Source: an optimization exercise on an open RTL-to-GDS flow (aim: small area). Production flows keep margins and buffers that such runs may drop.
Only simulation tests tie the RTL to the original design; equivalence was not proved.
Power and IR drop assume default switching activity.

==> flow/design.v (outline; a module is shown in full before it is edited, if it fits) <==
// module LedMatrix: 904 lines
module LedMatrix (
  output     [34:0]   io_col,
  output     [5:0]    io_row,
  input               bus_write,
  input      [6:0]    bus_address,
  input      [31:0]   bus_writeData,
  input               clk,
  input               reset
);
  // ...
==> flow/run.sh <==
#!/bin/bash
# synth_recipe.tcl (not shown) runs the flow's synth.tcl, then flattens the netlist and writes it again
# the make line also repeats each setting of config.mk as NAME=value (left out here)
make -C /OpenROAD-flow-scripts/flow DESIGN_CONFIG=/design/flow/config.mk WORK_HOME=/design/flow/orfs CLKGATE_MAP_FILE= SYNTH_SCRIPT=/design/flow/synth_recipe.tcl finish
==> flow/config.mk <==
export PLATFORM = sky130hd
export DESIGN_NAME = LedMatrix
export DESIGN_NICKNAME = LedMatrix
export VERILOG_FILES = /design/flow/design.v
export SDC_FILE = /design/flow/constraint.sdc
export NUM_CORES = 4
export LEC_CHECK = 0
export CAP_MARGIN = 20
export CORE_MARGIN = 2
export CORE_UTILIZATION = 40
export CTS_BUF_LIST = sky130_fd_sc_hd__clkbuf_16
export CTS_CLUSTER_DIAMETER = 100
export CTS_CLUSTER_SIZE = 20
export SLEW_MARGIN = 20
==> flow/constraint.sdc <==
create_clock -name core_clock -period 10.0 [get_ports {clk}]
set_input_delay 2.0000 -clock core_clock [delete_from_list [all_inputs] [get_ports {clk}]]
set_output_delay 2.0000 -clock core_clock [all_outputs]
set_load 0.01 [all_outputs]
==> reports/metrics.cfg, run 1 <==
[status]
status = timing/DRC/antenna clean

[yosys]
synth_compound_area_share_pct = 12.44
yosysWarningCount = 1
synth_top_area_share_pct = 74.51
synth_fa_ha_area_share_pct = 1.934

[job]
maxCapViolations = 0

[floorplanning]
die_area_um2 = 138400
nWellTaps = 1781
die-height_um = 372.0
ioPinCount = 83

[routing]
ant_nets = 0
top_layer = met4

[setup_path]
worstSetupPathType = reg -> out
worst_r2r_startpoint = addrQ[1]
rrSetupSlack_ns = 5.07
r2r_end = r98[18]

[power]
p_clk_w = 0.00338
p_comb_share_pct = 4.3
p_sw_share_pct = 21.26

[finish]
fillers = 11629
stdcell_count = 5308
seq_cells = 1415

[place]
hpwlAfterDp_um = 75920
placedCellCount = 5182

[sta]
hold_violations = 0
maxSlewViolCount = 0

[grt]
busiest_layer = met2
met3_usage_pct = 2.632

[clock_tree]
clock_latency_ns = 0.68

==> inputs of run 2 (changes only) <==
--- a/flow/config.mk
+++ b/flow/config.mk
@@ -10,5 +10,5 @@
 export CORE_UTILIZATION = 40
 export CTS_BUF_LIST = sky130_fd_sc_hd__clkbuf_16
 export CTS_CLUSTER_DIAMETER = 100
-export CTS_CLUSTER_SIZE = 20
+export CTS_CLUSTER_SIZE = 28
 export SLEW_MARGIN = 20
==> reports/metrics.cfg, run 2 <==
[routing]
via_count = 31160
drt_iter0_markers = 3760
ant_nets = 0  ; unchanged
firstDrtPassIters = 6
drc_errors = 0
routedWlPerCell_um = 26.28
drt-total-wl_um = 139200
viasPerCell = 5.884

[setup_path]
worstPathCellList = buf_4 > buf_4 > a222oi_1 > a41oi_1 > a2bb2oi_1 > o21ai_0 > maj3_1 > a21oi_1 > a211o_1 > nand4_1 > clkdlybuf4s50_1
crit_path_max_fanout = 62
path_common_cell = buf_4
critPathMaxStageDelay_ns = 0.86
cp_slowest_cell = dfrtp_4
crit_buf_inv = 3
worstPathRequired_ns = 8.00
worstSetupPathType = reg -> out
path_delay_family = buffers and inverters
arrival_ns = 5.21
worstSetupStartpointType = flip-flop
cp-end-kind = output port

[place]
hpwlAfterDp_um = 75920  ; unchanged
gp_congestion = 0.7762
port-buffer-count = 74

[floorplanning]
placementRows = 135
die_area_um2 = 138400  ; unchanged
initial_core_util_pct = 40.13
die_w_um = 372.0
die-height_um = 372.0  ; unchanged
core_area_um2 = 135000
ioPinCount = 83  ; unchanged

[yosys]
synth_top_area_share_pct = 74.51  ; unchanged
synth.most_common_cell = edfxtp_1
synth_area_leaders = edfxtp_1, a22oi_1, nand2_1
synth_area_leader_cell = edfxtp_1
ys_seq_area_share_pct = 77.50
ys.flop_type = edfxtp_1
syn_nets = 3437
syn_area_per_cell_um2 = 15.98
netlist_instances = 3390
synth_seq_cells = 1415
synth_edf_count = 1344
synthTopCellsByCount = edfxtp_1, nand2_1, a22oi_1
syn_area_um2 = 54160
async_reset_ff_share_pct = 2.756
yosysWarningCount = 1  ; unchanged
synth_cell_types = 67

[job]
maxCapViolations = 0  ; unchanged

[power]
power_leakage_nw = 20.48
p_sw_share_pct = 21.53  ; +0.28 points
intPower_w = 0.008254
finalPower_w = 0.01052
power.density_nw_per_um2 = 176.5
power.switching_w = 0.002265
p_seq_share_pct = 68.5
clkPwrFrac_pct = 27.0
peakVddDrop_uv = 181.7
p_comb_share_pct = 4.5  ; +0.2 points

[grt]
grt_pass1_vias = 30929
grt_overflow_total = 0
antenna_found_initial = 1
grt_use_total_pct = 19.94
grt_max_degree = 113
grt_pass1_wl_um = 204500

[clock_tree]
path_clk_slew_ns = 0.10
clk_path_buf_depth = 3
clock-sinks = 1415
numCtsBuffers = 57
cts_tree = yes
hold_buffers = 0
clock_latency_ns = 0.71  ; +0.03 ns
post_cts_buffers = 0
h-tree-depth = 2
root_buffer = clkbuf_16
cts.repair.resized = 0

[sta]
grt_setup_unrepaired = no
finClkSkew_ns = 0.01939
finalCriticalPeriod_ns = 7.205
fmax_mhz = 138.8
period_share_pct = 72.05
hold_violations = 0  ; unchanged
maxSlewViolCount = 0  ; unchanged
relSlewSlack_pct = 27.35
setup_violations = 0
tns_ns = 0
worst_pin_slew_ns = 1.089

[status]
status = timing/DRC/antenna clean

[finish]
syn_to_final_growth_pct = 10.03
layout_common_cells = edfxtp_1, nand2_1, a22oi_1
nets = 3511
drive_gt1_share_pct = 9.735
final_common_cell = edfxtp_1

[worst_hold_path]
hold_class = reg -> reg

-- run 2: cell types whose count changed in the layout (fill, tap and decap cells not counted) --
| cell | previous run | this run |
|---|---|---|
| inv_12 | 1 | 0 |
| diode_2 | 1 | 2 |
| clkinv_4 | 1 | 0 |
| inv_4 | 0 | 1 |
| clkinv_8 | 1 | 0 |
| clkbuf_16 | 84 | 59 |
| inv_8 | 0 | 2 |
| inv_16 | 0 | 1 |
| bufinv_16 | 1 | 0 |
| inv_1 | 74 | 86 |
-- run 2: area by class of cell --
class | instances | area (um2)
fill | 11675 | 75370
sequential | 1415 | 42010
multi-input combinational | 1702 | 11360
tap | 1781 | 2228
timing repair buffer | 240 | 2113
clock buffer | 59 | 1476
clock inverter | 49 | 222.7
inverter | 48 | 181.4
antenna | 2 | 5.005
-- run 2: logic make-up after synthesis --
logic type,synth area share (%)
flops,77.50
buf+inv,2.185
fa+ha+maj,1.934
other cells,0.006924
xor+xnor,0.5336
compound gates,12.44
simple gates,5.362
mux,0.03927
-- run 2: worst reg2reg max path, cell delays in order, from the launching register on --
cell and delay (ns):
dfxtp_1 0.48, xnor2_1 0.16, nand4_1 0.17, o21ai_4 0.16, buf_4 0.46, clkinv_1 0.79
or3_1 0.59, o21ai_0 0.20, nand2_1 0.60, o21ai_4 0.96
-- run 2: per-stage QoR --
stage | util, % | instances | hold slack, ns | cell area (um2) | setup slack, ns
detailed placement | 42.80 | 5182 | 0.4903 | 57770 | 2.865
global route | 44.15 | 5294 | 0.5336 | 59590 | 2.483
CTS | 44.06 | 5290 | 0.5095 | 59470 | 2.650
floorplan | - | 3390 | 0.4604 | 54160 | 2.832
global placement | 42.79 | 5180 | 0.4836 | 57760 | 2.795
finish | 44.16 | 5296 | 0.5032 | 59590 | 2.795
-- run 2: worst paths after layout --
| kind | from | to | slack [ns] | cells after the start |
|---|---|---|---|---|
| max reg2reg | addrQ[0] | r98[20] | 5.04 | 9 |
| min reg2reg | pwmPre[6] | pwmPre[6] | 0.50 | 1 |
| min | pwmPre[6] | pwmPre[6] | 0.50 | 1 |
| max in group asynchronous | reset | rowHot[2] | 7.49 | 2 |
| min in group asynchronous | reset | held | 1.88 | 2 |
| max | rowHot[1] | io_col[33] | 2.79 | 11 |
-- run 2: power by group through the flow --
stage | Clock [W] | Combinational, W | Sequential, W
after floorplan | 0 | 0.000202 | 0.00732
after global placement | 0 | 0.000465 | 0.00732
after CTS | 0.00291 | 0.000475 | 0.00720
after global routing | 0.00310 | 0.000511 | 0.00724
final | 0.00284 | 0.000476 | 0.00720
after detailed placement | 0 | 0.000475 | 0.00734
-- run 2: per-layer routing --
layer	up-vias	share of wire, %	track usage [%]
met5	-	0	0
met4	0	2.4	5.009
met3	145	6.3	2.749
met2	1064	50	34.39
met1	16130	42	26.60
li1	13821	-	-
==> inputs of run 3 (changes only) <==
--- a/flow/config.mk
+++ b/flow/config.mk
@@ -8,7 +8,4 @@
 export CAP_MARGIN = 20
 export CORE_MARGIN = 2
 export CORE_UTILIZATION = 40
-export CTS_BUF_LIST = sky130_fd_sc_hd__clkbuf_16
-export CTS_CLUSTER_DIAMETER = 100
-export CTS_CLUSTER_SIZE = 28
 export SLEW_MARGIN = 20
==> reports/metrics.cfg, run 3 <==
[yosys]
synth_top_area_share_pct = 74.51  ; unchanged
synth_edf_count = 1344  ; unchanged
yosysWarningCount = 1  ; unchanged
synth_seq_cells = 1415  ; unchanged
synth_area_leaders = edfxtp_1, a22oi_1, nand2_1
ys.flop_type = edfxtp_1
async_reset_ff_share_pct = 2.756  ; unchanged
synth_area_leader_cell = edfxtp_1
netlist_instances = 3390  ; unchanged
syn_area_um2 = 54160  ; unchanged
synth_cell_types = 67  ; unchanged
syn_nets = 3437  ; unchanged
ys_seq_area_share_pct = 77.50  ; unchanged
syn_area_per_cell_um2 = 15.98  ; unchanged
synth.most_common_cell = edfxtp_1
synthTopCellsByCount = edfxtp_1, nand2_1, a22oi_1

[power]
power.density_nw_per_um2 = 207.5  ; +18%
peakVddDrop_uv = 201.4  ; +11%
power_leakage_nw = 21.75  ; +6.2%

[place]
port-buffer-count = 74  ; unchanged
hpwlAfterDp_um = 75920  ; unchanged
gp_congestion = 0.7762  ; unchanged
placed_cell_area_um2 = 57770  ; unchanged

[sta]
grt_setup_unrepaired = no
worst_pin_slew_ns = 1.068  ; -0.02084 ns
hold_violations = 0  ; unchanged
period_share_pct = 72.61  ; +0.55 points
setup_violations = 0  ; unchanged
relSlewSlack_pct = 28.27  ; +0.92 points
fmax_mhz = 137.7  ; -0.76%
maxSlewViolCount = 0  ; unchanged
tns_ns = 0  ; unchanged
finClkSkew_ns = 0.01924  ; -0.0001503 ns
finalCriticalPeriod_ns = 7.261  ; +0.05540 ns

[finish]
nets = 3600  ; +2.5%
layout_common_cells = edfxtp_1, nand2_1, a22oi_1
final_common_cell = edfxtp_1
fillers = 11415  ; -2.2%
syn_to_final_growth_pct = 15.41
drive_gt1_share_pct = 13.08  ; +3.3 points
post-route-cell-area_um2 = 62510  ; +4.9%

[clock_tree]
cts_tree = yes
h-tree-depth = 4  ; +2
post_cts_buffers = 0  ; unchanged
cts.repair.resized = 0  ; unchanged
numCtsBuffers = 146  ; +160%
root_buffer = clkbuf_16
clock_latency_ns = 0.76  ; +0.05 ns
hold_buffers = 0  ; unchanged
clk_path_buf_depth = 3  ; unchanged
path_clk_slew_ns = 0.06  ; -0.04 ns
clock-sinks = 1415  ; unchanged

[setup_path]
cp-end-kind = output port
worstPathRequired_ns = 8.00  ; about the same
worstSetupPathType = reg -> out
rrSetupSlack_ns = 5.09  ; +0.05 ns
worstSetupStartpointType = flip-flop
arrival_ns = 5.26  ; +0.05 ns
crit_path_max_fanout = 62  ; unchanged

[routing]
drt_iter0_markers = 3595  ; -4.4%
drc_errors = 0  ; unchanged
routedWlPerCell_um = 25.98  ; -1.1%
via_count = 31948  ; +2.5%
ant_nets = 0  ; unchanged
firstDrtPassIters = 8  ; +2
viasPerCell = 5.868  ; -0.26%
drt-total-wl_um = 141500  ; +1.6%

[floorplanning]
placementRows = 135  ; unchanged
core_area_um2 = 135000  ; unchanged
die_w_um = 372.0  ; unchanged
die_area_um2 = 138400  ; unchanged
initial_core_util_pct = 40.13  ; unchanged
die-height_um = 372.0  ; unchanged
ioPinCount = 83  ; unchanged

[grt]
antenna_found_initial = 2  ; +1
grt_max_degree = 113  ; unchanged
grt_use_total_pct = 20.46  ; +0.52 points
grt_overflow_total = 0  ; unchanged
grt_pass1_wl_um = 208500  ; +2.0%
grt_pass1_vias = 31940  ; +3.3%

[status]
status = timing/DRC/antenna clean

[job]
maxCapViolations = 0  ; unchanged

[worst_hold_path]
hold_class = reg -> reg

[run 3: cell counts after synthesis]
Identical to the previous run, type by type.
[run 3: worst paths after layout]
| kind | end | startpoint | cells past startpoint |
|---|---|---|---|
| worst max-delay path | io_col[33] | rowHot[1] | 11 |
| worst min-delay path | pwmPre[10] | pwmPre[10] | 1 |
| worst max register to register | r98[18] | addrQ[1] | 9 |
| worst min register to register | pwmPre[10] | pwmPre[10] | 1 |
| max in group asynchronous | rowHot[1] | reset | 2 |
| min in group asynchronous | held | reset | 2 |
[run 3: cells by family (layout without fill, tap and decap cells)]
family / count (synthesis) / in the layout / synth area share (%)
AOI/OAI and AO/OA: 891 / 891 / 12.44
xor gates and xnor gates: 33 / 33 / 0.5336
adders and majority gates: 99 / 99 / 1.934
buffers and inverters: 273 / 544 / 2.185
DFF: 1415 / 1415 / 77.50
muxes: 2 / 2 / 0.03927
other: 1 / 3 / 0.006924
and+or+nand+nor: 676 / 676 / 5.362
[run 3: where the power goes]
part           switching, W  leakage [nW]  internal [W]
logic              0.000389          4.48     0.0000870
registers          0.000129          15.0       0.00709
clock network       0.00219          2.26       0.00308
[run 3: cell type report]
cell class,count,area [um2],share of cell area (%)
Sequential cell,1415,42010,67.20
Multi-Input combinational cell,1702,11360,18.18
Clock buffer,185,3970,6.351
Tap cell,1781,2228,3.565
Timing Repair Buffer,240,2113,3.381
Clock inverter,71,641.9,1.027
Inverter,48,181.4,0.2902
Antenna cell,2,5.005,0.008007
[run 3: per-layer routing]
| metal | up-vias | routed length (um) | global-route usage [%] |
|---|---|---|---|
| met5 | - | 0 | 0 |
| met4 | 0 | 4138 | 6.979 |
| met3 | 219 | 9226 | 3.696 |
| met2 | 1132 | 69480 | 34.48 |
| met1 | 16515 | 58620 | 26.66 |
| li1 | 14082 | - | - |
[run 3: critical path, stage by stage, from the launching register on]
cell             delay [ns]
dfrtp_4                0.84
buf_4                  0.77
buf_4                  0.60
a222oi_1               0.25
a41oi_1                0.27
a2bb2oi_1              0.19
o21ai_0                0.14
maj3_1                 0.37
a21oi_1                0.13
a211o_1                0.11
nand4_1                0.11
clkdlybuf4s50_1        0.54
[run 3: stage by stage]
stage | cells | utilization, % | hold WS [ns] | total power [W] | worst slack (ns)
after floorplan | 3390 | - | 0.4604 | 0.007526 | 2.832
after global placement | 5180 | 42.79 | 0.4836 | 0.007780 | 2.795
after detailed placement | 5182 | 42.80 | 0.4903 | 0.007813 | 2.865
after CTS | 5438 | 46.22 | 0.5029 | 0.01305 | 2.641
after global routing | 5442 | 46.31 | 0.5253 | 0.01336 | 2.470
final | 5444 | 46.32 | 0.4937 | 0.01297 | 2.739

## afterwards: timing with drivers on the ports
In the flow no input, the clock included, has a driving cell. The finished layouts below were timed again as built, in two steps. Step 1, drivers: a clkbuf_16 drives clk and a buf_2 each remaining input, both assumed. Step 2, shift: input delay + t, output delay - t, t = (earliest + latest rising clock arrival at the registers) / 2. This alone moves slack from input paths to output paths. a / b / c = no drivers / after step 1 / after step 2; a / b = the first two.
| run | t, ns | setup WS [ns] | worst hold slack (ns) | worst setup path at the end | worst slew at a driven data input, ns |
|---|---|---|---|---|---|
| run 1 | 0.735 | 2.830 / 2.760 / 2.881 | 0.497 / 0.497 / 0.497 | input to register | 0.06 |
| run 2 | 0.773 | 2.795 / 2.724 / 2.850 | 0.503 / 0.503 / 0.503 | input to register | 0.06 |
| run 3 | 0.823 | 2.739 / 2.668 / 2.894 | 0.494 / 0.494 / 0.494 | input to register | 0.06 |
After both steps every run listed still meets setup and hold.
